What follows belongs to an exercise in optimizing a design on an open flow for small area and a short achievable clock period; a production flow would make more cautious choices.
The RTL was checked by simulation tests, not by an equivalence proof against the original design.
Power figures rest on the tool's default switching activity, not on a simulated workload.

[design.v]
module top_module (
    input wire clk,
    input wire reset,
    input wire signed [15:0] x_in,
    input wire signed [15:0] d_in,
    output wire signed [15:0] y_out
);
    reg [15:0] d0;                  
    reg [15:0] dl [1:15];           
    reg        p16, n16;            
    reg [15:0] rz, rp, rn;
    reg [15:0] y;
    reg [15:0] dr, yo;              
    reg        kp, kn;              
    reg [3:0]  cnt;                 
    integer i;
    wire        v15 = &cnt;
    wire [15:0] d15 = v15 ? dl[15] : 16'd0;
    wire [15:0] d1  = dl[1];
    wire        p1  = (|d1) & ~d1[15];
    wire        n1  = d1[15];
    wire        p15 = (|d15) & ~d15[15];
    wire        n15 = d15[15];
    wire [15:0] sp = p1 ? rp + d0 : rp - d0;
    wire [15:0] sn = n1 ? rn + d0 : rn - d0;
    wire [15:0] sz = rz - d0;
    wire [15:0] e  = dr - yo;
    wire        first = ~|cnt;
    always @(posedge clk or posedge reset) begin
        if (reset) begin
            d0  <= 16'd0;
            p16 <= 1'b0;
            n16 <= 1'b0;
            rz  <= 16'd0;
            rp  <= 16'd0;
            rn  <= 16'd0;
            y   <= 16'd0;
            kp  <= 1'b0;
            kn  <= 1'b0;
            cnt <= 4'd0;
        end else begin
            d0  <= x_in;
            p16 <= p15;
            n16 <= n15;
            rz  <= sz + d15;
            rp  <= p16 ? sp - d15 : sp + d15;
            rn  <= n16 ? sn - d15 : sn + d15;
            y   <= kp ? sp : (kn ? sn : sz);
            kp  <= ~first & (|e) & ~e[15];
            kn  <= ~first & e[15];
            if (!v15) cnt <= cnt + 4'd1;
        end
    end
    always @(posedge clk) begin
        dl[1] <= d0;
        for (i = 2; i < 16; i = i + 1)
            dl[i] <= dl[i-1];
        dr <= d_in;
        yo <= y;
    end
    assign y_out = y;
endmodule
[run.sh]
#!/bin/bash
# synth_recipe.tcl (not shown) runs the flow's synth.tcl, then flattens the netlist and writes it again
# the make line also repeats each setting of config.mk as NAME=value (left out here)
make -C /OpenROAD-flow-scripts/flow DESIGN_CONFIG=/design/flow/config.mk WORK_HOME=/design/flow/orfs CLKGATE_MAP_FILE= SYNTH_SCRIPT=/design/flow/synth_recipe.tcl finish
[config.mk]
export PLATFORM = sky130hd
export DESIGN_NAME = top_module
export DESIGN_NICKNAME = top_module
export VERILOG_FILES = /design/flow/design.v
export SDC_FILE = /design/flow/constraint.sdc
export NUM_CORES = 4
export LEC_CHECK = 0
export CAP_MARGIN = 20
export CORE_MARGIN = 2
export CORE_UTILIZATION = 45
export SLEW_MARGIN = 20
[constraint.sdc]
create_clock -name core_clock -period 12.5 [get_ports {clk}]
set_input_delay 2.5000 -clock core_clock [delete_from_list [all_inputs] [get_ports {clk}]]
set_output_delay 2.5000 -clock core_clock [all_outputs]
set_load 0.01 [all_outputs]
==> metrics.md, run 1 <==
| Metric | Value |
|---|---|
| Final count of negative-setup-slack endpoints | `0` |
| Clock tree from TritonCTS | `yes` |
| Number of warnings reported in the yosys synthesis log | `2` |
| Initial detailed-routing violation count | `623` |
| Avg Vias per Cell | `4.97` |
| Die area | `0.0326 mm^2` |
| Multiplexer fraction of the synthesized cell area | `1.25%` |
| Final routed wire length divided by cell count | `15.7 um` |
| Post-DRT Antenna Nets | `0` |
| CTS buffer count | `37` |
| Max Cap Violations | `0` |
| Maximum number of pins on one net before global-route repair | `58` |
| Main combinational cell family by area after synthesis | `compound AO/OA/AOI/OAI gates` |
| Kind of critical path | `flip-flop to flip-flop` |
| Total congestion overflow after global routing | `0` |
| Clock tree sinks | `360` |
| Worst Path Arrival | `5.14 ns` |
| Share of the synthesized netlist area taken by xor and xnor gates | `8.66%` |
| Via total after detailed routing | `8939` |
| Number of library cell types mapped by synthesis | `66` |
| Core region area | `0.0307 mm^2` |
| NetSw | `1920 uW` |
| Post-Syn Nets | `1451` |
| Number of failing hold endpoints at the final stage | `0` |
| Post-synthesis simple-gate area fraction | `10.4%` |
| Count of flip-flops with a built-in enable after synthesis | `0` |
| Via count of the first global-routing pass | `9084` |
| Slew HR | `36.4%` |
| Share of layout cells above drive strength 1 | `6.13%` |
| Number of buffers inserted to repair setup after CTS | `0` |
| I/O Pins | `50` |
| DIE WIDTH | `181 um` |
| Wire length of the first global-routing pass | `45600 um` |
| Pwr Total | `5070 uW` |
| Net switching fraction of the power | `37.9%` |
| Clk buf depth | `3` |
| Cell Rows | `64` |
| Initial standard-cell utilization of the core | `45.8%` |
| Final critical-path setup slack | `7.80 ns` |
| Setup crit end kind | `flip-flop` |
| Post-layout instance area | `0.0163 mm^2` |
| # diodes | `0` |
| Final weighted congestion in routability-driven placement | `0.899` |
| Relative area change from synthesis to final layout | `15.8%` |
| Part of the power in the clock network | `22.0%` |
| Post-Place Cell Area | `0.0150 mm^2` |
| Setup repair after global routing missed its margin | `false` |
| Antenna violations before repair | `0` |
| Total half-perimeter wirelength after legalization and detailed placement | `21200 um` |
| Crit start category | `flip-flop` |
| Chip height | `181 um` |
| Class of the most critical hold timing path | `flip-flop to flip-flop` |
| Portion of synthesized cell area occupied by the leading cell type | `38.8%` |
| Sequential share of power | `29.3%` |
| DRC violation count after routing | `0` |
| Slew at the pin with the worst max-slew slack | `0.954 ns` |
| Predominant post-synthesis flop cell | `dfxtp_1` |
| Proportion of register bits with asynchronous set or reset after synthesis | `24.4%` |
| Setup TNS | `0 ns` |
| Cell type with the highest aggregate area in the netlist | `dfxtp_1` |
| Power Internal | `3150 uW` |
| Synthesized instance count | `1300` |
| Outcome | `finished clean` |
| Power Dens Cells | `312 mW/mm^2` |
| Depth of the CTS H-tree | `2` |
| Net count, final | `1526` |
| Avg Inst Size Synth | `10.8 um^2` |
| VDD IR max | `135 uV` |
| Total routing resource utilization after global routing | `17.5%` |
| FF+latch count, synth | `360` |
| Share of the yosys chip area belonging to registers | `54.5%` |
| Highest Clock Rate | `213 MHz` |
| Main area contributors after synthesis | `dfxtp_1 39%, dfrtp_1 16%, ha_1 9.8%, xnor2_1 7.1%, nor2_1 2.9%` |
| Leakage Power | `0.00727 uW` |
| Share of total power in combinational logic | `48.7%` |
| Adder-cell area share of the yosys netlist | `10.8%` |
| Port buffer count | `49` |
| Endpoint required time on the critical path | `12.94 ns` |
| Combined area of all synthesized cells | `0.0140 mm^2` |
| Fraction of the mapped netlist area in compound gates | `11.5%` |
| Share of the clock period used by the worst path | `37.6%` |
| # hold bufs at CTS | `0` |
| Maximum fanout along the worst path | `17` |
| Number of cells upsized or downsized after cts | `0` |
| Shortest clock period the worst path allows after layout | `4.70 ns` |
| Number of max-slew violations in the final report | `0` |
| Setup Slack @ Placement | `7.77 ns` |
| Clock skew | `0.0111 ns` |
| Post-CTS clock slew at the launch and capture registers of the worst setup and hold paths | `0.06 ns` |
| Total detailed-routing wirelength | `28200 um` |
| Root buffer cell | `clkbuf_16` |
| First-pass detailed-route iteration total | `7` |
| Source-to-sink clock delay at the later pin of the worst-skew pair | `0.52 ns` |
-- cells by family (layout without fill, tap and decap cells) --
| group | Yosys count | after routing |
|---|---|---|
| DFF | 360 | 360 |
| muxes | 17 | 17 |
| adders and majority gates | 117 | 117 |
| and+or+nand+nor | 309 | 309 |
| xor gates and xnor gates | 138 | 138 |
| AOI/OAI and AO/OA | 250 | 250 |
| buffers and inverters | 109 | 211 |
-- area by class of cell --
type                       count  area [um^2]
tap                          396          495
timing repair buffer          52          513
clock buffer                  50         1100
clock inverter                16          163
fill                        2676        14400
inverter                      93          352
multi-input combinational    831         5980
sequential                   360         7650
-- metal layers --
layer  vias to the layer above  GRT usage, %  share of wire (%)
met5                         -             0                  0
met3                        45          2.83                4.8
li1                       4602             -                  -
met4                         0          5.45                2.3
met2                       181          27.8                 44
met1                      4111          24.5                 49
-- cells in the final DEF, fill, tap and decap left out, types with 7 or more instances in the layout --
cell type,n
dfxtp_1,272
xnor2_1,114
ha_1,110
nor2_1,109
inv_1,92
dfrtp_1,88
nand2_1,72
a21oi_1,67
clkdlybuf4s50_1,49
o21ai_0,45
clkbuf_16,40
nor3_1,30
xor2_1,23
a21o_1,20
nand3_1,19
o21a_1,18
nor2b_1,16
and3_1,14
o21bai_1,14
mux2i_1,13
nor4_1,12
o21ai_1,12
a31oi_1,11
nand2b_1,10
a211oi_1,9
o31ai_1,8
or3_1,8
a211o_1,7
fa_1,7
inv_6,7
-- critical path, cell delays in order (launching register included) --
cell and delay, ns:
dfxtp_1 0.77, a41oi_1 0.09, buf_4 0.24, mux2_2 0.30
inv_1 0.07, fa_1 0.44, nor2b_1 0.13, o21ai_1 0.08
a21boi_1 0.22, o31ai_1 0.15, a2111o_1 0.41, nor2b_1 0.16
xnor2_1 0.15, ha_1 0.23, or3_1 0.40, o31ai_1 0.36
o21bai_1 0.11, a21oi_1 0.18, xnor2_1 0.13
-- synthesized netlist by cell type, types with 7 or more instances --
cell,count
xor2_1,23
or3_1,8
mux2i_1,13
a211oi_1,9
nand3_1,19
nor4_1,12
inv_1,93
o21bai_1,14
nor3_1,30
clkbuf_1,14
a21o_1,20
a31oi_1,11
o21ai_0,45
o21ai_1,12
xnor2_1,114
dfrtp_1,88
fa_1,7
a21oi_1,67
nor2_1,110
and3_1,14
o31ai_1,8
nor2b_1,16
o21a_1,18
nand2_1,72
nand2b_1,10
dfxtp_1,272
ha_1,110
a211o_1,7
-- state kept, by name, summed over array words and instances (netlist names) --
register,flops
kn,1
kp,1
yo,16
rz,16
cnt,4
dr,16
n16,1
rn,16
d0,16
dl,240
y,16
rp,16
p16,1
-- power groups by stage --
stage,logic [uW],clock network (uW),registers [uW]
after CTS,2450,1150,1490
after floorplan,1910,0,1460
after global placement,2390,0,1510
final,2470,1120,1490
after detailed placement,2430,0,1510
after global routing,2770,1200,1510
-- through the flow --
stage          util (%)  hold WS (ns)  std cells
2_1_floorplan         -         0.310       1300
3_3_place_gp       48.9         0.309       1732
3_5_place_dp       48.9         0.312       1732
4_1_cts            53.0         0.310       1798
5_1_grt            53.0         0.323       1798
6_report           53.0         0.317       1798
-- worst paths after layout --
check	startpoint	endpoint	slack, ns	depth (start not counted)
worst min register to register	dl[14][11]	dl[15][11]	0.32	0
max in group asynchronous	reset	rn[5]	9.03	3
worst max register to register	dl[1][15]	rp[14]	7.80	18
min in group asynchronous	reset	y[15]	2.33	2
worst max-delay path	dl[1][15]	rp[14]	7.80	18
worst min-delay path	dl[14][11]	dl[15][11]	0.32	0
==> run 2: changes to the inputs <==
==> design.v (replaced) <==
module top_module (
    input wire clk,
    input wire reset,
    input wire signed [15:0] x_in,
    input wire signed [15:0] d_in,
    output wire signed [15:0] y_out
);
    reg [15:0] d0;                  
    reg [15:0] dl [1:15];           
    reg        p1, n1;              
    reg        p16, n16;            
    reg [15:0] rz;
    reg [15:1] rp, rn;
    reg [15:0] y;
    reg        ep, en;              
    reg        kp, kn;              
    reg [3:0]  cnt;                 
    integer i;
    wire        v15 = &cnt;
    wire [15:0] d15 = v15 ? dl[15] : 16'd0;
    wire        p15 = (|d15) & ~d15[15];
    wire        n15 = d15[15];
    function [15:0] upd(input [15:0] r, input [15:0] x0, input [15:0] x15,
                        input s0, input s15);
        reg [15:0] a, b, s, c;
        begin
            a = x0 ^ {16{s0}};
            b = x15 ^ {16{s15}};
            s = r ^ a ^ b;
            c = (r & a) | (r & b) | (a & b);
            upd = s + {c[14:0], s0} + s15;
        end
    endfunction
    wire [15:0] rpf = {rp, rz[0]};
    wire [15:0] rnf = {rn, rz[0]};
    wire [15:0] rpn = upd(rpf, d0, d15, ~p1, p16);
    wire [15:0] rnn = upd(rnf, d0, d15, ~n1, n16);
    wire [15:0] rzn = upd(rz, d0, d15, 1'b1, 1'b0);
    wire [15:0] rk = kp ? rpf : (kn ? rnf : rz);
    wire        m  = kp ? ~p1 : (kn ? ~n1 : 1'b1);
    wire [15:0] yn = rk + (d0 ^ {16{m}}) + m;
    wire [15:0] e = d_in - y;
    always @(posedge clk or posedge reset) begin
        if (reset) begin
            d0  <= 16'd0;
            p1  <= 1'b0;
            n1  <= 1'b0;
            p16 <= 1'b0;
            n16 <= 1'b0;
            rz  <= 16'd0;
            rp  <= 15'd0;
            rn  <= 15'd0;
            y   <= 16'd0;
            ep  <= 1'b0;
            en  <= 1'b0;
            kp  <= 1'b0;
            kn  <= 1'b0;
            cnt <= 4'd0;
        end else begin
            d0  <= x_in;
            p1  <= (|d0) & ~d0[15];
            n1  <= d0[15];
            p16 <= p15;
            n16 <= n15;
            rz  <= rzn;
            rp  <= rpn[15:1];
            rn  <= rnn[15:1];
            y   <= yn;
            ep  <= (|e) & ~e[15];
            en  <= e[15];
            kp  <= ep;
            kn  <= en;
            if (!v15) cnt <= cnt + 4'd1;
        end
    end
    always @(posedge clk) begin
        dl[1] <= d0;
        for (i = 2; i < 16; i = i + 1)
            dl[i] <= dl[i-1];
    end
    assign y_out = y;
endmodule
==> run 2 against run 1 <==
Wire length shrank 15%; first-iteration DRC count shrank 40%; synthesized cell count shrank 11%; die area shrank 6.3%; register-to-register slack gained 0.24 ns; still clean on timing, DRC and antenna; combinational power shrank 12%; sequential power shrank about 10%; sequential share of layout area shrank 0.65 points; clock power shrank 13%; clock skew grew 0.0010 ns; non-clock buffer count grew 5; final cell count shrank 8.8%.
==> metrics.md, run 2 <==
| Metric | Value |
|---|---|
| Outcome | `finished clean` |
| Met3 track demand over resource | `2.70% (-0.13 points)` |
| CP Cell Sequence | `clkdlybuf4s50_1, inv_1, ha_1, inv_1, fa_1, a21o_2, a311oi_2, o31ai_1, a211o_1, a211oi_2, nand4b_1, o32ai_2, nand3_1` |
| Highest Clock Rate | `203 MHz (-4.6%)` |
| Number of warnings reported in the yosys synthesis log | `2 (unchanged)` |
| Core region area | `0.0287 mm^2 (-6.4%)` |
| Main combinational cell family by area after synthesis | `adder cells` |
| Slew HR | `31.9% (-4.5 points)` |
| Post-Syn Nets | `1313 (-9.5%)` |
| Fraction of the mapped netlist area in compound gates | `8.30% (-3.2 points)` |
| Share of the yosys chip area belonging to registers | `53.7% (-0.77 points)` |
| Portion of synthesized cell area occupied by the leading cell type | `36.6% (-2.2 points)` |
| Initial standard-cell utilization of the core | `45.8% (about the same)` |
| FF+latch count, synth | `330 (-8.3%)` |
| Total routing resource utilization after global routing | `16.5% (-1.0 points)` |
| Share of the clock period used by the worst path | `39.4% (+1.8 points)` |
| Cell type with the highest aggregate area in the netlist | `dfxtp_1` |
| Fraction of met2 tracks used by global routing | `26.7% (-1.1 points)` |
| Synthesized instance count | `1154 (-11%)` |
| Predominant post-synthesis flop cell | `dfxtp_1` |
| Busiest metal layer after global routing | `met2` |
| Via total after detailed routing | `7883 (-12%)` |
| Initial detailed-routing violation count | `375 (-40%)` |
| DRC violation count after routing | `0 (unchanged)` |
| Shortest clock period the worst path allows after layout | `4.93 ns (+0.226 ns)` |
| Most used standard cells in the synthesized netlist | `240 x dfxtp_1, 136 x inv_1, 90 x dfrtp_1, 84 x xnor2_1, 76 x ha_1` |
| VDD IR max | `119 uV (-12%)` |
| Library cell with the highest instance count after synthesis | `dfxtp_1` |
| Pwr Total | `4490 uW (-11%)` |
| Share of the synthesized netlist area taken by xor and xnor gates | `9.20% (+0.54 points)` |
| Crit start category | `input pin` |
| # hold bufs at CTS | `0 (unchanged)` |
| Multiplexer fraction of the synthesized cell area | `1.38% (+0.13 points)` |
| Slew at the pin with the worst max-slew slack | `1.02 ns (+0.0682 ns)` |
| Adder-cell area share of the yosys netlist | `14.7% (+3.9 points)` |
| Clk buf depth | `3 (unchanged)` |
| Post-synthesis simple-gate area fraction | `8.27% (-2.1 points)` |
| Count of flip-flops with a built-in enable after synthesis | `0 (unchanged)` |
| First-pass detailed-route iteration total | `5 (-2)` |
| # diodes | `0 (unchanged)` |
| Cell family with most CP delay | `compound AO/OA/AOI/OAI gates` |
| Register with the most flip-flops | `dl` |
| Post-DRT Antenna Nets | `0 (unchanged)` |
| Standard cell with the maximum stage delay on the critical path | `clkdlybuf4s50_1` |
| Top library cells by usage in the layout, fill and taps aside | `240 x dfxtp_1, 135 x inv_1, 90 x dfrtp_1` |
| I/O Pins | `50 (unchanged)` |
| Number of cells upsized or downsized after cts | `0 (unchanged)` |
| Via count of the first global-routing pass | `8013 (-12%)` |
| CP Buf/Inv Count | `3 (+1)` |
| Delay of the slowest critical-path stage | `0.41 ns (-0.36 ns)` |
| Wire length of the first global-routing pass | `40100 um (-12%)` |
| Root buffer cell | `clkbuf_16` |
| Leakage Power | `0.00689 uW (-5.1%)` |
| Final weighted congestion in routability-driven placement | `0.833 (-7.3%)` |
| Endpoint required time on the critical path | `12.87 ns (-0.07 ns)` |
| Number of max-slew violations in the final report | `0 (unchanged)` |
| Cell Rows | `62 (-3.1%)` |
| Share of layout cells above drive strength 1 | `6.29% (+0.16 points)` |
| Source-to-sink clock delay at the later pin of the worst-skew pair | `0.50 ns (-0.02 ns)` |
| CTS buffer count | `34 (-8.1%)` |
| Post-CTS clock slew at the launch and capture registers of the worst setup and hold paths | `0.05 ns (about the same)` |
| Number of library cell types mapped by synthesis | `61 (-7.6%)` |
| Number of buffers inserted to repair setup after CTS | `0 (unchanged)` |
| Relative area change from synthesis to final layout | `15.7% (about the same)` |
| Chip height | `175 um (-3.2%)` |
| Clock tree sinks | `330 (-8.3%)` |
| Final count of negative-setup-slack endpoints | `0 (unchanged)` |
| Total detailed-routing wirelength | `24000 um (-15%)` |
| Total congestion overflow after global routing | `0 (unchanged)` |
| Depth of the CTS H-tree | `2 (unchanged)` |
| Number of failing hold endpoints at the final stage | `0 (unchanged)` |
| Kind of critical path | `input pin to flip-flop` |
| Port buffer count | `49 (unchanged)` |
| Antenna violations before repair | `0 (unchanged)` |
| Die area | `0.0306 mm^2 (-6.3%)` |
| Setup repair after global routing missed its margin | `false` |
| Worst Path Arrival | `5.29 ns (+0.15 ns)` |
| Main area contributors after synthesis | `dfxtp_1 37%, dfrtp_1 17%, fa_1 7.5%, ha_1 7.2%, xnor2_1 5.6%` |
| Most common cell after layout, fill and taps aside | `dfxtp_1` |
| Total half-perimeter wirelength after legalization and detailed placement | `17800 um (-16%)` |
| Maximum number of pins on one net before global-route repair | `66 (+14%)` |
| Crit-path most repeated cell | `inv_1` |
| Setup TNS | `0 ns (unchanged)` |
| Clock tree from TritonCTS | `yes` |
| Proportion of register bits with asynchronous set or reset after synthesis | `27.3% (+2.8 points)` |
| Maximum fanout along the worst path | `4 (-13)` |
| Avg Inst Size Synth | `11.4 um^2 (+5.4%)` |
| Max Cap Violations | `0 (unchanged)` |
| Met1 demand-to-capacity share in global routing | `22.2% (-2.3 points)` |
| DIE WIDTH | `175 um (-3.2%)` |
| Power Dens Cells | `295 mW/mm^2 (-5.4%)` |
| Clock skew | `0.0121 ns (+0.00103 ns)` |
| Class of the most critical hold timing path | `flip-flop to flip-flop` |
| Final routed wire length divided by cell count | `14.7 um (-6.7%)` |
| Flip-flop count of the largest register after layout | `240 (unchanged)` |
| Avg Vias per Cell | `4.81 (-3.3%)` |
| Setup crit end kind | `flip-flop` |
| Net count, final | `1389 (-9.0%)` |
| Combined area of all synthesized cells | `0.0131 mm^2 (-6.4%)` |
## run 2: changes by cell type in the layout (fill, tap and decap cells not counted), sizes merged, moves of 28 or more
| cell | previous run | this run |
|---|---|---|
| inv | 101 | 140 |
| xnor2 | 115 | 84 |
| xor2 | 23 | 54 |
| a21oi | 68 | 40 |
| ha | 110 | 76 |
| nor2 | 110 | 53 |
| dfxtp | 272 | 240 |
| fa | 7 | 49 |
## run 2: worst paths after layout
check	end	cells past startpoint	slack [ns]	from
max	ep	13	7.57	d_in[0]
min	dl[2][10]	0	0.32	dl[1][10]
max reg2reg	rn[12]	20	8.04	cnt[0]
min reg2reg	dl[2][10]	0	0.32	dl[1][10]
max in group asynchronous	d0[13]	3	8.96	reset
min in group asynchronous	y[2]	2	2.32	reset
## run 2: area by class of cell
type / count / area [um^2]
Fill cell: 2565 / 13500
Sequential cell: 330 / 7060
Multi-Input combinational cell: 671 / 5500
Clock buffer: 45 / 975
Timing Repair Buffer: 57 / 551
Inverter: 136 / 513
Tap cell: 384 / 480
Clock inverter: 16 / 128
## run 2: layer usage
| layer | up-vias | part of all wire [%] | routed length (um) |
|---|---|---|---|
| met5 | - | 0 | 0 |
| met4 | 0 | 2.9 | 706 |
| met3 | 41 | 4.3 | 1050 |
| met2 | 157 | 44 | 10700 |
| met1 | 3746 | 48 | 11600 |
| li1 | 3939 | - | - |
## run 2: where the power goes
| group | internal [uW] | switching, uW |
|---|---|---|
| clock network | 575 | 396 |
| logic | 989 | 1190 |
| registers | 1250 | 93.5 |
## run 2: stage by stage
step                area (um^2)  hold WS, ns  utilization, %  setup WS (ns)  cells
global route              15200        0.327            53.0           7.44   1639
detailed placement        14100        0.312            49.1           7.08   1578
CTS                       15200        0.323            53.0           7.62   1639
floorplan                 13100        0.310               -           7.66   1154
global placement          14100        0.310            49.1           7.13   1578
finish                    15200        0.323            53.0           7.57   1639
## run 2: logic make-up after synthesis
logic type	Yosys count
DFF	330
and+or+nand+nor	224
AOI/OAI and AO/OA	166
buffers and inverters	153
xor gates and xnor gates	138
adders and majority gates	125
muxes	18
==> run 3: changes to the inputs <==
==> flow/run.sh (new file) <==
#!/bin/bash
# Standard ORFS layout (the standard.sh), with two changes to how it is made:
# - repair_timing aims for setup slack beyond the clock's own (SETUP_SLACK_MARGIN),
#   so the layout is optimised for a shorter achieved period;
# - port buffers are a plain buffer cell instead of the resizer's default pick.
# The clock period and constraints are the standard flow's, unchanged.
set -euo pipefail
export SETUP_SLACK_MARGIN=${SETUP_SLACK_MARGIN_OVERRIDE:-9.0}
export BUFFER_PORTS_ARGS="-buffer_cell sky130_fd_sc_hd__buf_2"
bash standard.sh > make_standard.log 2>&1
==> standard.sh (new file) <==
#!/bin/bash
# synth_recipe.tcl (not shown) runs the flow's synth.tcl, then flattens the netlist and writes it again
# the make line also repeats each setting of config.mk as NAME=value (left out here)
make -C /OpenROAD-flow-scripts/flow DESIGN_CONFIG=/design/flow/config.mk WORK_HOME=/design/flow/orfs CLKGATE_MAP_FILE= SYNTH_SCRIPT=/design/flow/synth_recipe.tcl "${@:-finish}"
removed: run.sh
==> run 3 against run 2 <==
Synthesized area did not move; worst setup slack improved by 0.67 ns; clock power is 0.8% lower; first-iteration DRC count down 2.9%; flip-flop and latch count did not move; wire length is 6.6% higher; sequential power is essentially flat; sequential share of layout area is 3.3 points lower; clock skew up 0.0032 ns; synthesized cell count unchanged; critical path depth stayed put; via count is 3.7% higher; largest cell class unchanged; largest power group unchanged.
==> metrics.md, run 3 <==
| Metric | Value |
|---|---|
| Total congestion overflow after global routing | `0 (unchanged)` |
| Relative area change from synthesis to final layout | `24.5%` |
| Setup TNS | `0 ns (unchanged)` |
| Via total after detailed routing | `8171 (+3.7%)` |
| Total detailed-routing wirelength | `25600 um (+6.6%)` |
| Top library cells by usage in the layout, fill and taps aside | `240 x dfxtp_1, 128 x inv_1, 90 x dfrtp_1` |
| DIE WIDTH | `175 um (unchanged)` |
| Highest Clock Rate | `235 MHz (+16%)` |
| Power Dens Cells | `309 mW/mm^2 (+4.6%)` |
| Count of flip-flops with a built-in enable after synthesis | `0 (unchanged)` |
| # hold bufs at CTS | `0 (unchanged)` |
| End of the worst hold path | `dl[8][1]` |
| Slew at the pin with the worst max-slew slack | `0.652 ns (-0.370 ns)` |
| Flip-flop count of the largest register after layout | `240 (unchanged)` |
| Number of max-slew violations in the final report | `0 (unchanged)` |
| Setup Slack @ Placement | `7.41 ns (+0.323 ns)` |
| Slew HR | `56.5% (+25 points)` |
| Leakage Power | `0.00734 uW (+6.5%)` |
| Initial detailed-routing violation count | `364 (-2.9%)` |
| Root buffer cell | `clkbuf_16` |
| FF+latch count, synth | `330 (unchanged)` |
| Share of the core filled with cells in the final layout | `57.0% (+4.0 points)` |
| Outcome | `finished clean` |
| Register with the most flip-flops | `dl` |
| Initial standard-cell utilization of the core | `45.8% (unchanged)` |
| Most common cell after layout, fill and taps aside | `dfxtp_1` |
| Share of the yosys chip area belonging to registers | `53.7% (unchanged)` |
| Die area | `0.0306 mm^2 (unchanged)` |
| Maximum number of pins on one net before global-route repair | `48 (-27%)` |
| Number of cells on the worst reg-to-reg path | `18 (-10%)` |
| Library cell with the highest instance count after synthesis | `dfxtp_1` |
| Final routed wire length divided by cell count | `15.1 um (+3.1%)` |
| Total routing resource utilization after global routing | `16.9% (+0.43 points)` |
| Antenna violations before repair | `0 (unchanged)` |
| Number of failing hold endpoints at the final stage | `0 (unchanged)` |
| Maximum fanout along the worst path | `2 (-2)` |
| Final weighted congestion in routability-driven placement | `0.845 (+1.5%)` |
| Endpoint required time on the critical path | `12.88 ns (about the same)` |
| Cell Rows | `62 (unchanged)` |
| Wire length of the first global-routing pass | `41200 um (+2.6%)` |
| Share of the clock period used by the worst path | `34.0% (-5.4 points)` |
| Class of the most critical hold timing path | `flip-flop to flip-flop` |
| Worst Path Arrival | `4.63 ns (-0.66 ns)` |
| First-pass detailed-route iteration total | `4 (-1)` |
| Startpoint of the worst hold path | `dl[7][1]` |
| Avg Vias per Cell | `4.82 (+0.23%)` |
| Proportion of register bits with asynchronous set or reset after synthesis | `27.3% (unchanged)` |
| Source-to-sink clock delay at the later pin of the worst-skew pair | `0.52 ns (+0.02 ns)` |
| Shortest clock period the worst path allows after layout | `4.25 ns (-0.671 ns)` |
| I/O Pins | `50 (unchanged)` |
| Port buffer count | `49 (unchanged)` |
| Post-Place Cell Area | `0.0139 mm^2 (-1.3%)` |
| Number of library cell types mapped by synthesis | `61 (unchanged)` |
| Clock tree sinks | `330 (unchanged)` |
| Avg Inst Size Synth | `11.4 um^2 (unchanged)` |
| Number of warnings reported in the yosys synthesis log | `2 (unchanged)` |
| Post-Syn Nets | `1313 (unchanged)` |
| Clock skew | `0.0153 ns (+0.00316 ns)` |
| Depth of the CTS H-tree | `2 (unchanged)` |
| Chip height | `175 um (unchanged)` |
| # diodes | `0 (unchanged)` |
| DRC violation count after routing | `0 (unchanged)` |
| Reg-to-reg setup timing slack | `8.84 ns (+0.80 ns)` |
| Share of layout cells above drive strength 1 | `23.8% (+18 points)` |
| Cell count of the worst hold path | `0 (unchanged)` |
| Total half-perimeter wirelength after legalization and detailed placement | `17500 um (-1.7%)` |
| Kind of critical path | `input pin to flip-flop` |
| Portion of synthesized cell area occupied by the leading cell type | `36.6% (unchanged)` |
| Post-layout instance area | `0.0164 mm^2 (+7.6%)` |
| Max Cap Violations | `0 (unchanged)` |
| Post-DRT Antenna Nets | `0 (unchanged)` |
| Synthesized instance count | `1154 (unchanged)` |
| Combined area of all synthesized cells | `0.0131 mm^2 (unchanged)` |
| Predominant post-synthesis flop cell | `dfxtp_1` |
| Final critical-path setup slack | `8.25 ns (+0.671 ns)` |
| Most used standard cells in the synthesized netlist | `240 x dfxtp_1, 136 x inv_1, 90 x dfrtp_1, 84 x xnor2_1, 76 x ha_1` |
| Cell type with the highest aggregate area in the netlist | `dfxtp_1` |
| Via count of the first global-routing pass | `8272 (+3.2%)` |
| Core region area | `0.0287 mm^2 (unchanged)` |
| Final count of negative-setup-slack endpoints | `0 (unchanged)` |
| Crit start category | `input pin` |
| Clock tree from TritonCTS | `yes` |
| Main area contributors after synthesis | `dfxtp_1 37%, dfrtp_1 17%, fa_1 7.5%, ha_1 7.2%, xnor2_1 5.6%` |
| Non-filler instance count after layout | `1695 (+3.4%)` |
| Post-CTS clock slew at the launch and capture registers of the worst setup and hold paths | `0.06 ns (about the same)` |
| CTS buffer count | `34 (unchanged)` |
| Net count, final | `1444 (+4.0%)` |
| VDD IR max | `127 uV (+6.2%)` |
| Clk buf depth | `3 (unchanged)` |
| Origin of the critical flop-to-flop path | `cnt[0]` |
| R2R Path End | `rn[12]` |
| Setup repair after global routing missed its margin | `true` |
| Setup crit end kind | `flip-flop` |
| Cell Count Post-Placement | `1578 (unchanged)` |
==> run 3: worst max-delay path by stage <==
stage	start	endpoint	slack [ns]	depth (start not counted)
6_report	d_in[0]	ep	8.25	13
5_1_grt	d_in[0]	ep	8.08	14
4_1_cts	d_in[0]	ep	8.25	13
3_5_place_dp	d_in[0]	ep	7.41	13
3_3_place_gp	d_in[0]	ep	7.50	13
2_1_floorplan	d_in[0]	ep	7.82	12
==> run 3: area by class of cell <==
class / count / area [um^2]
Timing Repair Buffer: 112 / 803
Clock buffer: 43 / 955
Inverter: 136 / 527
Clock inverter: 19 / 138
Sequential cell: 330 / 7060
Multi-Input combinational cell: 671 / 6400
Fill cell: 2398 / 12300
Tap cell: 384 / 480
==> run 3: worst max-delay path, cell delays in order <==
cell      delay, ns
buf_8          0.11
inv_12         0.04
ha_4           0.12
inv_2          0.03
fa_2           0.34
a21o_4         0.24
a311oi_4       0.23
o31ai_1        0.10
a211o_1        0.28
a211oi_2       0.17
nand4b_1       0.14
o32ai_2        0.21
nand3_1        0.11
==> run 3: layer usage <==
metal	GRT usage [%]	vias up	share of wire [%]
li1	-	4064	-
met1	23.0	3912	48
met2	27.7	141	46
met3	2.94	54	3.7
met4	5.21	0	2.7
met5	0	-	0
==> run 3: cell families (layout without fill, tap and decap cells) <==
family          count (synthesis)  in the layout  share of synthesized area (%)
simple gates                  224            224                           8.27
fa+ha+maj                     125            125                           14.7
flops                         330            330                           53.7
xor+xnor                      138            138                           9.20
compound gates                166            166                           8.30
mux                            18             18                           1.38
buf+inv                       153            310                           4.44
==> run 3: power breakdown <==
part           leakage (uW)  internal [uW]  switching, uW  total, uW
sequential          0.00306           1250           97.1       1350
clock              0.000546            550            413        963
combinational       0.00374           1310           1440       2740
==> run 3: timing repair <==
item | 4_1_cts | 5_1_grt
buffers inserted | 24 | 31
gates resized for setup | 64 | 106
endpoints found under the setup margin | 53 | 85
gates cloned | 0 | 0
endpoints found under the hold margin | 0 | 0
pin swaps | 33 | 57
==> run 3: per-stage QoR <==
stage | hold WS (ns) | total power (uW)
detailed placement | 0.312 | 3510
CTS | 0.323 | 4680
global placement | 0.310 | 3450
finish | 0.322 | 5050
floorplan | 0.310 | 3070
global route | 0.328 | 5450
==> run 4: changes to the inputs <==
--- a/design.v
+++ b/design.v
@@ -15,11 +15,33 @@
     reg        ep, en;              
     reg        kp, kn;              
     reg [3:0]  cnt;                 
+    reg        v15;                 
     integer i;
-    wire        v15 = &cnt;
     wire [15:0] d15 = v15 ? dl[15] : 16'd0;
     wire        p15 = (|d15) & ~d15[15];
     wire        n15 = d15[15];
+    function [15:0] add16(input [15:0] a, input [15:0] b, input ci);
+        reg [15:0] p, g, gg, pp;
+        integer k, st;
+        begin
+            p = a ^ b;
+            g = a & b;
+            gg = g;
+            pp = p;
+            gg[0] = g[0] | (p[0] & ci);
+            for (st = 1; st < 16; st = st * 2)
+                for (k = 2 * st - 1; k < 16; k = k + 2 * st) begin
+                    gg[k] = gg[k] | (pp[k] & gg[k-st]);
+                    pp[k] = pp[k] & pp[k-st];
+                end
+            for (st = 4; st >= 1; st = st / 2)
+                for (k = 3 * st - 1; k < 16; k = k + 2 * st) begin
+                    gg[k] = gg[k] | (pp[k] & gg[k-st]);
+                    pp[k] = pp[k] & pp[k-st];
+                end
+            add16 = p ^ {gg[14:0], ci};
+        end
+    endfunction
     function [15:0] upd(input [15:0] r, input [15:0] x0, input [15:0] x15,
                         input s0, input s15);
         reg [15:0] a, b, s, c;
@@ -39,7 +61,8 @@
     wire [15:0] rk = kp ? rpf : (kn ? rnf : rz);
     wire        m  = kp ? ~p1 : (kn ? ~n1 : 1'b1);
     wire [15:0] yn = rk + (d0 ^ {16{m}}) + m;
-    wire [15:0] e = d_in - y;
+    wire        eneg = add16(d_in, ~y, 1'b1) >> 15;    
+    wire        enz  = |(d_in ^ y);                   
     always @(posedge clk or posedge reset) begin
         if (reset) begin
             d0  <= 16'd0;
@@ -56,6 +79,7 @@
             kp  <= 1'b0;
             kn  <= 1'b0;
             cnt <= 4'd0;
+            v15 <= 1'b0;
         end else begin
             d0  <= x_in;
             p1  <= (|d0) & ~d0[15];
@@ -66,11 +90,12 @@
             rp  <= rpn[15:1];
             rn  <= rnn[15:1];
             y   <= yn;
-            ep  <= (|e) & ~e[15];
-            en  <= e[15];
+            ep  <= enz & ~eneg;
+            en  <= eneg;
             kp  <= ep;
             kn  <= en;
             if (!v15) cnt <= cnt + 4'd1;
+            if (cnt == 4'd14) v15 <= 1'b1;
         end
     end
     always @(posedge clk) begin
==> run 4 against run 3 <==
Worst setup slack better by 0.71 ns; maximum frequency rose by 20%; critical path depth shrank 12; sequential power is 4% higher; synthesized area decreased by 3.3%; via count decreased by 8.8%; flip-flop and latch count up 1; sequential share of layout area is 5.2 points higher; combinational power shrank 24%; global-route usage up 0.26 points; die area down 3.2%; final cell count down 9.7%.
==> metrics.md, run 4 <==
| Metric | Value |
|---|---|
| Outcome | `finished clean` |
| Total detailed-routing wirelength | `24200 um (-5.7%)` |
| Max Cap Violations | `0 (unchanged)` |
| Initial detailed-routing violation count | `401 (+10%)` |
| Maximum number of pins on one net before global-route repair | `55 (+15%)` |
| Proportion of register bits with asynchronous set or reset after synthesis | `27.5% (+0.22 points)` |
| Portion of synthesized cell area occupied by the leading cell type | `37.8% (+1.2 points)` |
| Number of warnings reported in the yosys synthesis log | `2 (unchanged)` |
| Clock tree from TritonCTS | `yes` |
| Reg-to-reg setup timing slack | `8.99 ns (+0.15 ns)` |
| Cell type with the highest aggregate area in the netlist | `dfxtp_1` |
| Crit start category | `flip-flop` |
| Shortest clock period the worst path allows after layout | `3.55 ns (-0.709 ns)` |
| Kind of critical path | `flip-flop to output port` |
| Delay of the slowest critical-path stage | `0.39 ns (+0.05 ns)` |
| R2R Path End | `rn[14]` |
| Cell depth of the worst setup path | `1 (-12)` |
| Leakage Power | `0.00652 uW (-11%)` |
| CTS buffer count | `34 (unchanged)` |
| Number of max-slew violations in the final report | `0 (unchanged)` |
| FF+latch count, synth | `331 (+0.30%)` |
| DRC violation count after routing | `0 (unchanged)` |
| Setup crit end kind | `output port` |
| Clk buf depth | `3 (unchanged)` |
| Setup TNS | `0 ns (unchanged)` |
| Post-Syn Nets | `1205 (-8.2%)` |
| Maximum fanout along the worst path | `2 (unchanged)` |
| Library cell with the highest instance count after synthesis | `dfxtp_1` |
| Flip-flop count of the largest register after layout | `240 (unchanged)` |
| Final routed wire length divided by cell count | `15.8 um (+4.5%)` |
| Slew HR | `37.2% (-19 points)` |
| Wire length of the first global-routing pass | `39000 um (-5.2%)` |
| Standard cell with the maximum stage delay on the critical path | `dfrtp_1` |
| Cell Rows | `61 (-1.6%)` |
| Class of the most critical hold timing path | `flip-flop to flip-flop` |
| Port buffer count | `49 (unchanged)` |
| Total half-perimeter wirelength after legalization and detailed placement | `17300 um (-1.1%)` |
| CP Cell Sequence | `buf_2` |
| DIE WIDTH | `172 um (-1.6%)` |
| Via total after detailed routing | `7450 (-8.8%)` |
| Final critical-path setup slack | `8.95 ns (+0.709 ns)` |
| VDD IR max | `136 uV (+7.8%)` |
| Count of flip-flops with a built-in enable after synthesis | `0 (unchanged)` |
| Share of the yosys chip area belonging to registers | `55.7% (+2.0 points)` |
| Chip height | `172 um (-1.6%)` |
| Main area contributors after synthesis | `dfxtp_1 38%, dfrtp_1 18%, xnor2_1 7.9%, fa_1 7.7%, ha_1 7.5%` |
| Most common cell after layout, fill and taps aside | `dfxtp_1` |
| Setup Slack @ Placement | `8.31 ns (+0.908 ns)` |
| Source-to-sink clock delay at the later pin of the worst-skew pair | `0.52 ns (about the same)` |
| Number of cells on the worst reg-to-reg path | `12 (-6)` |
| Worst Path Arrival | `1.05 ns (-3.58 ns)` |
| Share of layout cells above drive strength 1 | `12.4% (-11 points)` |
| Slew at the pin with the worst max-slew slack | `0.940 ns (+0.288 ns)` |
| First-pass detailed-route iteration total | `5 (+1)` |
| Origin of the critical flop-to-flop path | `v15` |
| Most used standard cells in the synthesized netlist | `240 x dfxtp_1, 114 x xnor2_1, 91 x dfrtp_1, 83 x inv_1, 76 x ha_1` |
| Register with the most flip-flops | `dl` |
| I/O Pins | `50 (unchanged)` |
| Combined area of all synthesized cells | `0.0127 mm^2 (-3.3%)` |
| Power Dens Cells | `304 mW/mm^2 (-1.7%)` |
| Relative area change from synthesis to final layout | `15.5%` |
| CP Buf/Inv Count | `1 (-2)` |
| Total congestion overflow after global routing | `0 (unchanged)` |
| Clock tree sinks | `331 (+0.30%)` |
| Predominant post-synthesis flop cell | `dfxtp_1` |
| Worst setup endpoint | `y_out[13]` |
| Share of the clock period used by the worst path | `28.4% (-5.7 points)` |
| Critical Path Source | `y[13]` |
| Avg Inst Size Synth | `12.1 um^2 (+6.7%)` |
| Endpoint required time on the critical path | `10.00 ns (-2.88 ns)` |
| Root buffer cell | `clkbuf_16` |
| Number of library cell types mapped by synthesis | `61 (unchanged)` |
| Part of the power in the clock network | `21.7% (+2.6 points)` |
| Final count of negative-setup-slack endpoints | `0 (unchanged)` |
| Share of total power in combinational logic | `46.9% (-7.4 points)` |
| Depth of the CTS H-tree | `2 (unchanged)` |
| Synthesized instance count | `1046 (-9.4%)` |
| Net switching fraction of the power | `37.9% (-0.59 points)` |
| Clock skew | `0.0195 ns (+0.00424 ns)` |
| Highest Clock Rate | `282 MHz (+20%)` |
| Top library cells by usage in the layout, fill and taps aside | `240 x dfxtp_1, 113 x xnor2_1, 86 x dfrtp_1` |
| Final weighted congestion in routability-driven placement | `0.884 (+4.6%)` |
| Sequential share of power | `31.4% (+4.7 points)` |
| Post-CTS clock slew at the launch and capture registers of the worst setup and hold paths | `0.06 ns (about the same)` |
| # diodes | `0 (unchanged)` |
| Power Internal | `2770 uW (-11%)` |
| Die area | `0.0296 mm^2 (-3.2%)` |
| NetSw | `1690 uW (-13%)` |
| Via count of the first global-routing pass | `7410 (-10%)` |
| Net count, final | `1286 (-11%)` |
| Antenna violations before repair | `0 (unchanged)` |
| Core region area | `0.0278 mm^2 (-3.2%)` |
| Setup repair after global routing missed its margin | `true` |
| Avg Vias per Cell | `4.87 (+1.0%)` |
| Initial standard-cell utilization of the core | `45.7% (about the same)` |
| Post-DRT Antenna Nets | `0 (unchanged)` |
| Total routing resource utilization after global routing | `17.2% (+0.26 points)` |
| Cell family with most CP delay | `flip-flops` |
| Number of failing hold endpoints at the final stage | `0 (unchanged)` |
==> run 4: worst min path at each step <==
stage	start	endpoint	slack, ns	cells after the start
final	dl[8][12]	dl[9][12]	0.31	0
after global routing	dl[8][12]	dl[9][12]	0.32	0
after CTS	dl[8][12]	dl[9][12]	0.32	0
after detailed placement	dl[14][5]	dl[15][5]	0.31	0
after global placement	dl[12][10]	dl[13][10]	0.31	0
after floorplan	dl[9][0]	dl[10][0]	0.31	0
==> run 4: layout make-up <==
class                      instances  area, um^2
multi-input combinational        613        5310
timing repair buffer              63         374
clock inverter                    12        95.1
tap                              378         473
fill                            2441       13100
inverter                          84         319
clock buffer                      49         998
sequential                       331        7100
==> run 4: power by group through the flow <==
stage / sequential (uW) / combinational, uW / clock (uW)
after floorplan: 1360 / 1650 / 0
after global placement: 1420 / 2000 / 0
after detailed placement: 1420 / 2040 / 0
after CTS: 1400 / 2070 / 997
after global routing: 1420 / 2360 / 1040
final: 1400 / 2090 / 966
==> run 4: cell families (layout without fill, tap and decap cells) <==
| logic type | Yosys count | after routing | share of synthesized area, % |
|---|---|---|---|
| flops | 331 | 331 | 55.7 |
| simple gates | 176 | 176 | 6.88 |
| compound gates | 158 | 158 | 8.27 |
| xor+xnor | 136 | 136 | 9.37 |
| fa+ha+maj | 125 | 125 | 15.2 |
| buf+inv | 102 | 208 | 3.11 |
| mux | 18 | 18 | 1.42 |
==> run 4: through the flow <==
step	std cells	util, %	power (uW)	hold slack [ns]	cell area [um^2]
after floorplan	1046	-	3010	0.310	12700
after global placement	1459	48.3	3420	0.310	13400
after detailed placement	1459	48.3	3460	0.312	13400
after CTS	1526	52.5	4460	0.318	14600
after global routing	1530	52.8	4830	0.323	14700
final	1530	52.8	4450	0.312	14700
==> run 4: routing by layer <==
metal / wire, um / part of all wire (%) / vias to the layer above / global-route usage, %
li1: - / - / 3672 / -
met2: 11200 / 46 / 107 / 27.6
met4: 637 / 2.6 / 0 / 5.44
met1: 11500 / 48 / 3619 / 23.8
met3: 827 / 3.4 / 52 / 2.93
met5: 0 / 0 / - / 0
==> run 4: what timing repair did <==
action                     4_1_cts  5_1_grt
setup endpoints to repair      103       29
gates resized for setup         11       12
hold buffers                     0        0
buffers inserted                 6        4
pin swaps                        0        1
==> run 5: changes to the inputs <==
--- a/config.mk
+++ b/config.mk
@@ -7,5 +7,5 @@
 export LEC_CHECK = 0
 export CAP_MARGIN = 20
 export CORE_MARGIN = 2
-export CORE_UTILIZATION = 45
+export CORE_UTILIZATION = 65
 export SLEW_MARGIN = 20
==> run 5 against run 4 <==
First-iteration DRC count fell by 9.7%; largest cell class unchanged; sequential power barely moved; non-clock buffer count rose by 7; power rose by 0.68%.
==> metrics.md, run 5 <==
| Metric | Value |
|---|---|
| Worst hold-check slack | `0.319 ns (+0.00666 ns)` |
| Crit start category | `flip-flop` |
| Total detailed-routing wirelength | `24300 um (+0.52%)` |
| Initial standard-cell utilization of the core | `65.7% (+20 points)` |
| Share of the yosys chip area belonging to registers | `55.7% (unchanged)` |
| Combined area of all synthesized cells | `0.0127 mm^2 (unchanged)` |
| Wire length of the first global-routing pass | `39200 um (+0.43%)` |
| Final routed wire length divided by cell count | `17.1 um (+8.4%)` |
| CTS buffer count | `30 (-12%)` |
| Post-Syn Nets | `1205 (unchanged)` |
| CP Cell Sequence | `buf_2` |
| Synthesized instance count | `1046 (unchanged)` |
| Cell Count Post-Placement | `1346 (-7.7%)` |
| Delay of the slowest critical-path stage | `0.39 ns (about the same)` |
| Highest Clock Rate | `279 MHz (-1.1%)` |
| Chip height | `144 um (-16%)` |
| Adder-cell area share of the yosys netlist | `15.2% (unchanged)` |
| FF+latch count, synth | `331 (unchanged)` |
| Library cell with the highest instance count after synthesis | `dfxtp_1` |
| Portion of synthesized cell area occupied by the leading cell type | `37.8% (unchanged)` |
| Depth of the CTS H-tree | `1 (-1)` |
| Slew HR | `53.7% (+17 points)` |
| Final weighted congestion in routability-driven placement | `0.908 (+2.6%)` |
| Slew at the pin with the worst max-slew slack | `0.694 ns (-0.247 ns)` |
| Post-Place Cell Area | `0.0133 mm^2 (-1.1%)` |
| Shortest clock period the worst path allows after layout | `3.59 ns (+0.0398 ns)` |
| First-pass detailed-route iteration total | `5 (unchanged)` |
| Clock tree sinks | `331 (unchanged)` |
| Final count of negative-setup-slack endpoints | `0 (unchanged)` |
| Main area contributors after synthesis | `dfxtp_1 38%, dfrtp_1 18%, xnor2_1 7.9%, fa_1 7.7%, ha_1 7.5%` |
| Post-DRT Antenna Nets | `0 (unchanged)` |
| Leakage Power | `0.00652 uW (about the same)` |
| DRC violation count after routing | `0 (unchanged)` |
| Share of the clock period used by the worst path | `28.7% (+0.32 points)` |
| Source-to-sink clock delay at the later pin of the worst-skew pair | `0.55 ns (+0.03 ns)` |
| Share of layout cells above drive strength 1 | `13.1% (+0.67 points)` |
| Fraction of the mapped netlist area in compound gates | `8.27% (unchanged)` |
| Most common cell after layout, fill and taps aside | `dfxtp_1` |
| Post-layout instance area | `0.0145 mm^2 (-0.82%)` |
| Total congestion overflow after global routing | `0 (unchanged)` |
| Outcome | `finished clean` |
| Worst Path Arrival | `1.09 ns (+0.04 ns)` |
| Share of the synthesized netlist area taken by xor and xnor gates | `9.37% (unchanged)` |
| Non-filler instance count after layout | `1419 (-7.3%)` |
| Port buffer count | `49 (unchanged)` |
| Maximum number of pins on one net before global-route repair | `50 (-9.1%)` |
| Endpoint required time on the critical path | `10.00 ns (about the same)` |
| Initial detailed-routing violation count | `362 (-9.7%)` |
| Top library cells by usage in the layout, fill and taps aside | `240 x dfxtp_1, 112 x xnor2_1, 84 x dfrtp_1` |
| Proportion of register bits with asynchronous set or reset after synthesis | `27.5% (unchanged)` |
| CP Buf/Inv Count | `1 (unchanged)` |
| Post-CTS clock slew at the launch and capture registers of the worst setup and hold paths | `0.07 ns (about the same)` |
| Net count, final | `1289 (+0.23%)` |
| Multiplexer fraction of the synthesized cell area | `1.42% (unchanged)` |
| Standard cell with the maximum stage delay on the critical path | `dfrtp_1` |
| Number of max-slew violations in the final report | `0 (unchanged)` |
| Class of the most critical hold timing path | `flip-flop to flip-flop` |
| Main combinational cell family by area after synthesis | `adder cells` |
| Clk buf depth | `3 (unchanged)` |
| Antenna violations before repair | `0 (unchanged)` |
| Total routing resource utilization after global routing | `24.6% (+7.4 points)` |
| # diodes | `0 (unchanged)` |
| Core region area | `0.0193 mm^2 (-30%)` |
| Die area | `0.0207 mm^2 (-30%)` |
| Total half-perimeter wirelength after legalization and detailed placement | `16500 um (-4.7%)` |
| Most used standard cells in the synthesized netlist | `240 x dfxtp_1, 114 x xnor2_1, 91 x dfrtp_1, 83 x inv_1, 76 x ha_1` |
| Avg Vias per Cell | `5.32 (+9.2%)` |
| DIE WIDTH | `144 um (-16%)` |
| Predominant post-synthesis flop cell | `dfxtp_1` |
| Number of library cell types mapped by synthesis | `61 (unchanged)` |
| Clock tree from TritonCTS | `yes` |
| Avg Inst Size Synth | `12.1 um^2 (unchanged)` |
| Setup TNS | `0 ns (unchanged)` |
| VDD IR max | `194 uV (+42%)` |
| # hold bufs at CTS | `0 (unchanged)` |
| Setup crit end kind | `output port` |
| Count of flip-flops with a built-in enable after synthesis | `0 (unchanged)` |
| Relative area change from synthesis to final layout | `14.5%` |
| Number of warnings reported in the yosys synthesis log | `2 (unchanged)` |
| Cell Rows | `51 (-16%)` |
| Kind of critical path | `flip-flop to output port` |
| Clock skew | `0.0163 ns (-0.00327 ns)` |
| Cell type with the highest aggregate area in the netlist | `dfxtp_1` |
| Number of failing hold endpoints at the final stage | `0 (unchanged)` |
| Setup repair after global routing missed its margin | `true` |
| Post-synthesis simple-gate area fraction | `6.88% (unchanged)` |
| Maximum fanout along the worst path | `2 (unchanged)` |
| Power Dens Cells | `308 mW/mm^2 (+1.5%)` |
| Max Cap Violations | `0 (unchanged)` |
| Register with the most flip-flops | `dl` |
| Via total after detailed routing | `7543 (+1.2%)` |
| Via count of the first global-routing pass | `7675 (+3.6%)` |
| Cell family with most CP delay | `flip-flops` |
| I/O Pins | `50 (unchanged)` |
| Flip-flop count of the largest register after layout | `240 (unchanged)` |
| Root buffer cell | `clkbuf_16` |
-- run 5: changes by cell type in the layout (fill, tap and decap cells not counted), moves of 2 or more --
cell       before  now
buf_4          10   19
buf_6           3    1
bufinv_16       0    2
clkbuf_8        7    2
dfrtp_1        86   84
inv_4           2    0
-- run 5: where the power goes --
group / leakage (uW) / internal (uW) / switching, uW / total [uW]
sequential: 0.00306 / 1260 / 140 / 1400
combinational: 0.00295 / 969 / 1180 / 2150
clock: 0.000508 / 550 / 390 / 940
total: 0.00652 / 2780 / 1710 / 4480
-- run 5: through the flow --
step	setup WS [ns]	utilization, %	total power [uW]
final	8.91	75.2	4480
after global routing	8.87	75.2	4830
after CTS	8.88	74.3	4440
after detailed placement	8.38	68.6	3450
after global placement	8.45	68.6	3390
after floorplan	8.83	-	3010
-- run 5: final timing paths --
path                             endpoint  slack (ns)  startpoint  cells after the start
worst max-delay path            y_out[13]        8.91       y[13]                      1
worst min-delay path            dl[14][7]        0.32   dl[13][7]                      0
worst max register to register     rn[13]        9.14         v15                     11
worst min register to register  dl[14][7]        0.32   dl[13][7]                      0
max in group asynchronous             v15        9.79       reset                      3
min in group asynchronous           d0[9]        2.13       reset                      3
-- run 5: cell families after synthesis --
| family | after synthesis |
|---|---|
| mux | 18 |
| xor+xnor | 136 |
| simple gates | 176 |
| buf+inv | 102 |
| compound gates | 158 |
| flops | 331 |
| fa+ha+maj | 125 |
-- run 5: cell type report --
class | count | area, um^2
Tap cell | 265 | 332
Fill cell | 1343 | 4790
Clock inverter | 13 | 139
Clock buffer | 43 | 905
Multi-Input combinational cell | 613 | 5330
Inverter | 84 | 319
Timing Repair Buffer | 70 | 419
Sequential cell | 331 | 7100
-- run 5: repair_timing --
| action | CTS | global route |
|---|---|---|
| pin swaps | 0 | 3 |
| setup endpoints to repair | 49 | 29 |
| setup buffers | 4 | 13 |
| resized for setup | 11 | 18 |
-- run 5: layer usage --
metal  vias up  GRT usage (%)  share of wire, %  routed length (um)
li1       3675              -                 -                   -
met1      3697           33.1                45               10900
met2       125           41.8                49               11900
met3        46           3.30               3.1                 760
met4         0           7.43               2.7                 666
met5         -              0                 0                   0
==> run 6: changes to the inputs <==
--- a/config.mk
+++ b/config.mk
@@ -7,5 +7,8 @@
 export LEC_CHECK = 0
 export CAP_MARGIN = 20
 export CORE_MARGIN = 2
-export CORE_UTILIZATION = 65
+export CORE_UTILIZATION = 45
+export CTS_BUF_LIST = sky130_fd_sc_hd__clkbuf_8
+export CTS_CLUSTER_DIAMETER = 50
+export CTS_CLUSTER_SIZE = 16
 export SLEW_MARGIN = 20
==> run 6 against run 5 <==
Still clean; maximum frequency fell by 1.8%; worst hold slack improved by 0.00078 ns; non-clock buffer count fell by 8; global-route usage fell by 7.8 points; sequential power barely moved; clock power fell by 33%; core utilization fell by 24 points; power fell by 8.1%; first-iteration DRC count rose by 5.8%; count of clock-buffer cells in the layout fell by 11; sequential share of layout area rose by 1.2 points; largest power group unchanged.
==> metrics.md, run 6 <==
| Metric | Value |
|---|---|
| Outcome | `finished clean` |
| Antenna violations before repair | `0 (unchanged)` |
| Critical Path Source | `y[13]` |
| Clk buf depth | `3 (unchanged)` |
| DRC violation count after routing | `0 (unchanged)` |
| Cell Rows | `61 (+20%)` |
| Top library cells by usage in the layout, fill and taps aside | `240 x dfxtp_1, 111 x xnor2_1, 92 x inv_1` |
| Net count, final | `1280 (-0.70%)` |
| Class of the most critical hold timing path | `flip-flop to flip-flop` |
| DIE WIDTH | `172 um (+20%)` |
| Setup crit end kind | `output port` |
| Number of max-slew violations in the final report | `0 (unchanged)` |
| Library cell with the highest instance count after synthesis | `dfxtp_1` |
| Initial detailed-routing violation count | `383 (+5.8%)` |
| VDD IR max | `115 uV (-41%)` |
| Final count of negative-setup-slack endpoints | `0 (unchanged)` |
| Total half-perimeter wirelength after legalization and detailed placement | `17300 um (+4.9%)` |
| Number of warnings reported in the yosys synthesis log | `2 (unchanged)` |
| Avg Vias per Cell | `4.84 (-9.0%)` |
| CP Cell Sequence | `buf_2` |
| Crit start category | `flip-flop` |
| Max Cap Violations | `0 (unchanged)` |
| Root buffer cell | `clkbuf_8` |
| Pwr Total | `4120 uW (-8.1%)` |
| Leakage Power | `0.00632 uW (-3.1%)` |
| Number of library cell types mapped by synthesis | `61 (unchanged)` |
| First-pass detailed-route iteration total | `5 (unchanged)` |
| Highest Clock Rate | `274 MHz (-1.8%)` |
| Slew HR | `36.7% (-17 points)` |
| Total detailed-routing wirelength | `24000 um (-1.3%)` |
| Setup Slack @ Placement | `8.31 ns (-0.0651 ns)` |
| Source-to-sink clock delay at the later pin of the worst-skew pair | `0.61 ns (+0.06 ns)` |
| Clock tree sinks | `331 (unchanged)` |
| Chip height | `172 um (+20%)` |
| Final weighted congestion in routability-driven placement | `0.884 (-2.6%)` |
| Cell family with most CP delay | `flip-flops` |
| Via count of the first global-routing pass | `7254 (-5.5%)` |
| Origin of the critical flop-to-flop path | `v15` |
| Portion of synthesized cell area occupied by the leading cell type | `37.8% (unchanged)` |
| Power Dens Cells | `291 mW/mm^2 (-5.7%)` |
| Delay of the slowest critical-path stage | `0.41 ns (+0.02 ns)` |
| Final routed wire length divided by cell count | `15.8 um (-7.9%)` |
| Cell type with the highest aggregate area in the netlist | `dfxtp_1` |
| Standard cell with the maximum stage delay on the critical path | `dfrtp_1` |
| CP Buf/Inv Count | `1 (unchanged)` |
| Post-DRT Antenna Nets | `0 (unchanged)` |
| Setup TNS | `0 ns (unchanged)` |
| Shortest clock period the worst path allows after layout | `3.65 ns (+0.0666 ns)` |
| Total congestion overflow after global routing | `0 (unchanged)` |
| Total routing resource utilization after global routing | `16.8% (-7.8 points)` |
| Post-Syn Nets | `1205 (unchanged)` |
| Number of cells on the worst reg-to-reg path | `12 (+1)` |
| Maximum fanout along the worst path | `2 (unchanged)` |
| Most common cell after layout, fill and taps aside | `dfxtp_1` |
| Port buffer count | `49 (unchanged)` |
| Setup repair after global routing missed its margin | `true` |
| Worst Path Arrival | `1.15 ns (+0.06 ns)` |
| Core region area | `0.0278 mm^2 (+44%)` |
| Share of the yosys chip area belonging to registers | `55.7% (unchanged)` |
| Flip-flop count of the largest register after layout | `240 (unchanged)` |
| Predominant post-synthesis flop cell | `dfxtp_1` |
| Worst setup endpoint | `y_out[13]` |
| Register with the most flip-flops | `dl` |
| Relative area change from synthesis to final layout | `11.6%` |
| Share of the clock period used by the worst path | `29.2% (+0.53 points)` |
| R2R Path End | `rn[14]` |
| Wire length of the first global-routing pass | `38500 um (-1.6%)` |
| # hold bufs at CTS | `0 (unchanged)` |
| Avg Inst Size Synth | `12.1 um^2 (unchanged)` |
| Proportion of register bits with asynchronous set or reset after synthesis | `27.5% (unchanged)` |
| I/O Pins | `50 (unchanged)` |
| Kind of critical path | `flip-flop to output port` |
| Count of flip-flops with a built-in enable after synthesis | `0 (unchanged)` |
| CTS buffer count | `29 (-3.3%)` |
| Worst hold-check slack | `0.320 ns (+0.000781 ns)` |
| Final critical-path setup slack | `8.85 ns (-0.0666 ns)` |
| Endpoint required time on the critical path | `10.00 ns (about the same)` |
| Combined area of all synthesized cells | `0.0127 mm^2 (unchanged)` |
| Post-CTS clock slew at the launch and capture registers of the worst setup and hold paths | `0.10 ns (+0.03 ns)` |
| Synthesized instance count | `1046 (unchanged)` |
| Reg-to-reg setup timing slack | `8.99 ns (-0.15 ns)` |
| Initial standard-cell utilization of the core | `45.7% (-20 points)` |
| Die area | `0.0296 mm^2 (+43%)` |
| Number of failing hold endpoints at the final stage | `0 (unchanged)` |
| Cell count of the worst hold path | `0 (unchanged)` |
| Share of the core filled with cells in the final layout | `51.0% (-24 points)` |
| Main area contributors after synthesis | `dfxtp_1 38%, dfrtp_1 18%, xnor2_1 7.9%, fa_1 7.7%, ha_1 7.5%` |
| Clock skew | `0.0326 ns (+0.0163 ns)` |
| Fill cells | `2501 (+86%)` |
| Depth of the CTS H-tree | `1 (unchanged)` |
| Share of layout cells above drive strength 1 | `11.6% (-1.4 points)` |
| Maximum number of pins on one net before global-route repair | `55 (+10%)` |
| FF+latch count, synth | `331 (unchanged)` |
| Most used standard cells in the synthesized netlist | `240 x dfxtp_1, 114 x xnor2_1, 91 x dfrtp_1, 83 x inv_1, 76 x ha_1` |
| Clock tree from TritonCTS | `yes` |
| Via total after detailed routing | `7351 (-2.5%)` |
| Cell depth of the worst setup path | `1 (unchanged)` |
| # diodes | `0 (unchanged)` |
| Slew at the pin with the worst max-slew slack | `0.948 ns (+0.254 ns)` |
[run 6: cells by family after synthesis]
family	count (synthesis)	share of synthesized area (%)
AO/OA/AOI/OAI	158	8.27
XOR/XNOR	136	9.37
adder cells (fa/ha/maj)	125	15.2
buffers and inverters	102	3.11
flip-flops	331	55.7
multiplexers	18	1.42
AND/OR/NAND/NOR	176	6.88
[run 6: area by class of cell]
cell class / instances / area (um^2) / area share [%]
Multi-Input combinational cell: 613 / 5330 / 37.6
Timing Repair Buffer: 62 / 347 / 2.44
Clock inverter: 20 / 169 / 1.19
Tap cell: 378 / 473 / 3.34
Sequential cell: 331 / 7100 / 50.1
Clock buffer: 32 / 440 / 3.11
Inverter: 84 / 319 / 2.25
[run 6: worst min-delay path by stage]
stage	from	endpoint
floorplan	dl[9][0]	dl[10][0]
global placement	dl[12][10]	dl[13][10]
detailed placement	dl[14][5]	dl[15][5]
CTS	dl[4][14]	dl[5][14]
global route	dl[13][0]	dl[14][0]
finish	dl[4][14]	dl[5][14]
[run 6: per-layer routing]
layer / GRT usage (%) / wire length [um]
met1: 23.6 / 11500
met2: 27.4 / 11100
met3: 2.52 / 816
met4: 4.46 / 532
met5: 0 / 0
[run 6: what timing repair did]
item / in CTS / in global routing
gates resized for setup: 10 / 15
pin swaps: 0 / 1
buffers inserted: 6 / 3
endpoints found under the setup margin: 49 / 82
[run 6: through the flow]
step                      cells  area (um^2)
after floorplan            1046        12700
after global placement     1459        13400
after detailed placement   1459        13400
after CTS                  1517        14100
after global routing       1520        14200
final                      1520        14200
[run 6: worst reg2reg max path, stage by stage (launching register included)]
cell,delay (ns)
dfrtp_4,0.57
nand2_2,0.17
xnor2_2,0.14
fa_1,0.45
ha_1,0.31
a21oi_1,0.09
fa_1,0.49
nor2b_2,0.17
o31a_1,0.19
o21ai_0,0.18
a211oi_2,0.35
mux2i_1,0.21
nand3_1,0.08
[run 6: power breakdown]
part | total [uW] | internal (uW) | switching (uW)
combinational | 2090 | 948 | 1140
sequential | 1390 | 1250 | 139
clock | 634 | 271 | 364
total | 4120 | 2470 | 1650
==> run 7: changes to the inputs <==
--- a/config.mk
+++ b/config.mk
@@ -8,7 +8,6 @@
 export CAP_MARGIN = 20
 export CORE_MARGIN = 2
 export CORE_UTILIZATION = 45
-export CTS_BUF_LIST = sky130_fd_sc_hd__clkbuf_8
-export CTS_CLUSTER_DIAMETER = 50
-export CTS_CLUSTER_SIZE = 16
+export CTS_BUF_LIST = sky130_fd_sc_hd__clkbuf_16 sky130_fd_sc_hd__clkbuf_8
+export CTS_CLUSTER_SIZE = 22
 export SLEW_MARGIN = 20
==> run 7 against run 6 <==
Synthesized cell count did not move; maximum frequency rose by 3.1%; synthesized area did not move; sequential power barely moved; flip-flop and latch count did not move; global-route usage rose by 0.38 points; final cell count rose by 1.1%; sequential share of layout area fell by 1.8 points; critical path type unchanged.
==> metrics.md, run 7 <==
| Metric | Value |
|---|---|
| Share of the synthesized netlist area taken by xor and xnor gates | `9.37% (unchanged)` |
| Post-synthesis simple-gate area fraction | `6.88% (unchanged)` |
| I/O Pins | `50 (unchanged)` |
| Slew at the pin with the worst max-slew slack | `0.947 ns (-0.000536 ns)` |
| Maximum fanout along the worst path | `2 (unchanged)` |
| Die area | `0.0296 mm^2 (unchanged)` |
| Sequential share of power | `31.5% (-2.3 points)` |
| Final weighted congestion in routability-driven placement | `0.884 (unchanged)` |
| Multiplexer fraction of the synthesized cell area | `1.42% (unchanged)` |
| Core region area | `0.0278 mm^2 (unchanged)` |
| Total congestion overflow after global routing | `0 (unchanged)` |
| Kind of critical path | `flip-flop to output port` |
| CP Buf/Inv Count | `1 (unchanged)` |
| Adder-cell area share of the yosys netlist | `15.2% (unchanged)` |
| Standard cell with the maximum stage delay on the critical path | `dfrtp_1` |
| Cell type with the highest aggregate area in the netlist | `dfxtp_1` |
| Outcome | `finished clean` |
| Depth of the CTS H-tree | `2 (+1)` |
| Net count, final | `1293 (+1.0%)` |
| Number of library cell types mapped by synthesis | `61 (unchanged)` |
| VDD IR max | `137 uV (+19%)` |
| Share of the yosys chip area belonging to registers | `55.7% (unchanged)` |
| Total detailed-routing wirelength | `24200 um (+1.0%)` |
| Clock tree sinks | `331 (unchanged)` |
| Source-to-sink clock delay at the later pin of the worst-skew pair | `0.52 ns (-0.09 ns)` |
| Leakage Power | `0.00659 uW (+4.3%)` |
| Worst Path Arrival | `1.04 ns (-0.11 ns)` |
| Slew HR | `36.7% (about the same)` |
| Endpoint required time on the critical path | `10.00 ns (about the same)` |
| NetSw | `1680 uW (+2.1%)` |
| Class of the most critical hold timing path | `flip-flop to flip-flop` |
| Main combinational cell family by area after synthesis | `adder cells` |
| Net switching fraction of the power | `37.9% (-2.1 points)` |
| Chip height | `172 um (unchanged)` |
| Avg Inst Size Synth | `12.1 um^2 (unchanged)` |
| Via count of the first global-routing pass | `7460 (+2.8%)` |
| Share of layout cells above drive strength 1 | `12.7% (+1.0 points)` |
| First-pass detailed-route iteration total | `4 (-1)` |
| Portion of synthesized cell area occupied by the leading cell type | `37.8% (unchanged)` |
| Part of the power in the clock network | `21.5% (+6.1 points)` |
| Count of flip-flops with a built-in enable after synthesis | `0 (unchanged)` |
| Total routing resource utilization after global routing | `17.2% (+0.38 points)` |
| Port buffer count | `49 (unchanged)` |
| CP Cell Sequence | `buf_2` |
| Total half-perimeter wirelength after legalization and detailed placement | `17300 um (unchanged)` |
| Root buffer cell | `clkbuf_16` |
| Proportion of register bits with asynchronous set or reset after synthesis | `27.5% (unchanged)` |
| Top library cells by usage in the layout, fill and taps aside | `240 x dfxtp_1, 112 x xnor2_1, 93 x inv_1` |
| Share of total power in combinational logic | `47.1% (-3.7 points)` |
run 7: cell type report:
type / count / area, um^2
clock buffers: 41 / 970
clock inverters: 20 / 114
fillers: 2442 / 13100
inverters: 84 / 319
multi-input cells: 613 / 5320
flip-flops and latches: 331 / 7100
well taps: 378 / 473
repair buffers: 70 / 427
run 7: through the flow:
stage	power, uW	setup WS (ns)	cells	area [um^2]	util (%)
global placement	3420	8.44	1459	13400	48.3
floorplan	3010	8.83	1046	12700	-
detailed placement	3460	8.31	1459	13400	48.3
finish	4440	8.96	1537	14700	53.0
global route	4810	8.90	1537	14700	53.0
CTS	4450	8.90	1526	14600	52.5
run 7: worst paths after layout:
path | startpoint | to | slack (ns) | cells after the start
setup / recovery | y[13] | y_out[13] | 8.96 | 1
hold / removal | dl[8][12] | dl[9][12] | 0.31 | 0
setup reg to reg | v15 | rn[14] | 9.04 | 12
hold reg to reg | dl[8][12] | dl[9][12] | 0.31 | 0
max in group asynchronous | reset | p1 | 9.25 | 3
min in group asynchronous | reset | d0[8] | 2.18 | 2
run 7: what timing repair did:
item | 4_1_cts | 5_1_grt
pin swaps | 0 | 1
endpoints found under the setup margin | 103 | 29
cloned | 0 | 0
buffers inserted | 6 | 11
resized for setup | 12 | 13
run 7: power groups by stage:
| stage | registers [uW] | clock network [uW] | logic (uW) |
|---|---|---|---|
| 2_1_floorplan | 1360 | 0 | 1650 |
| 3_3_place_gp | 1420 | 0 | 2000 |
| 3_5_place_dp | 1420 | 0 | 2040 |
| 4_1_cts | 1400 | 985 | 2070 |
| 5_1_grt | 1420 | 1030 | 2370 |
| 6_report | 1400 | 953 | 2090 |
run 7: cell families (layout without fill, tap and decap cells):
kind of cell	after synthesis	after routing
adder cells (fa/ha/maj)	125	125
AND/OR/NAND/NOR	176	176
AO/OA/AOI/OAI	158	158
buffers and inverters	102	215
flip-flops	331	331
multiplexers	18	18
XOR/XNOR	136	136
run 7: routing by layer:
metal,track usage [%],wire (um),up-vias
met5,0,0,-
met4,5.77,654,0
met3,3.18,899,49
met2,27.5,11200,115
met1,23.6,11500,3603
li1,-,-,3680

Setup slack of run 7, layout unchanged: 8.957 ns with ideal ports, 8.910 ns with driving cells assumed (clock clkbuf_16, inputs buf_2), 8.592 ns with port delays also shifted by the 0.558 ns mid clock arrival.
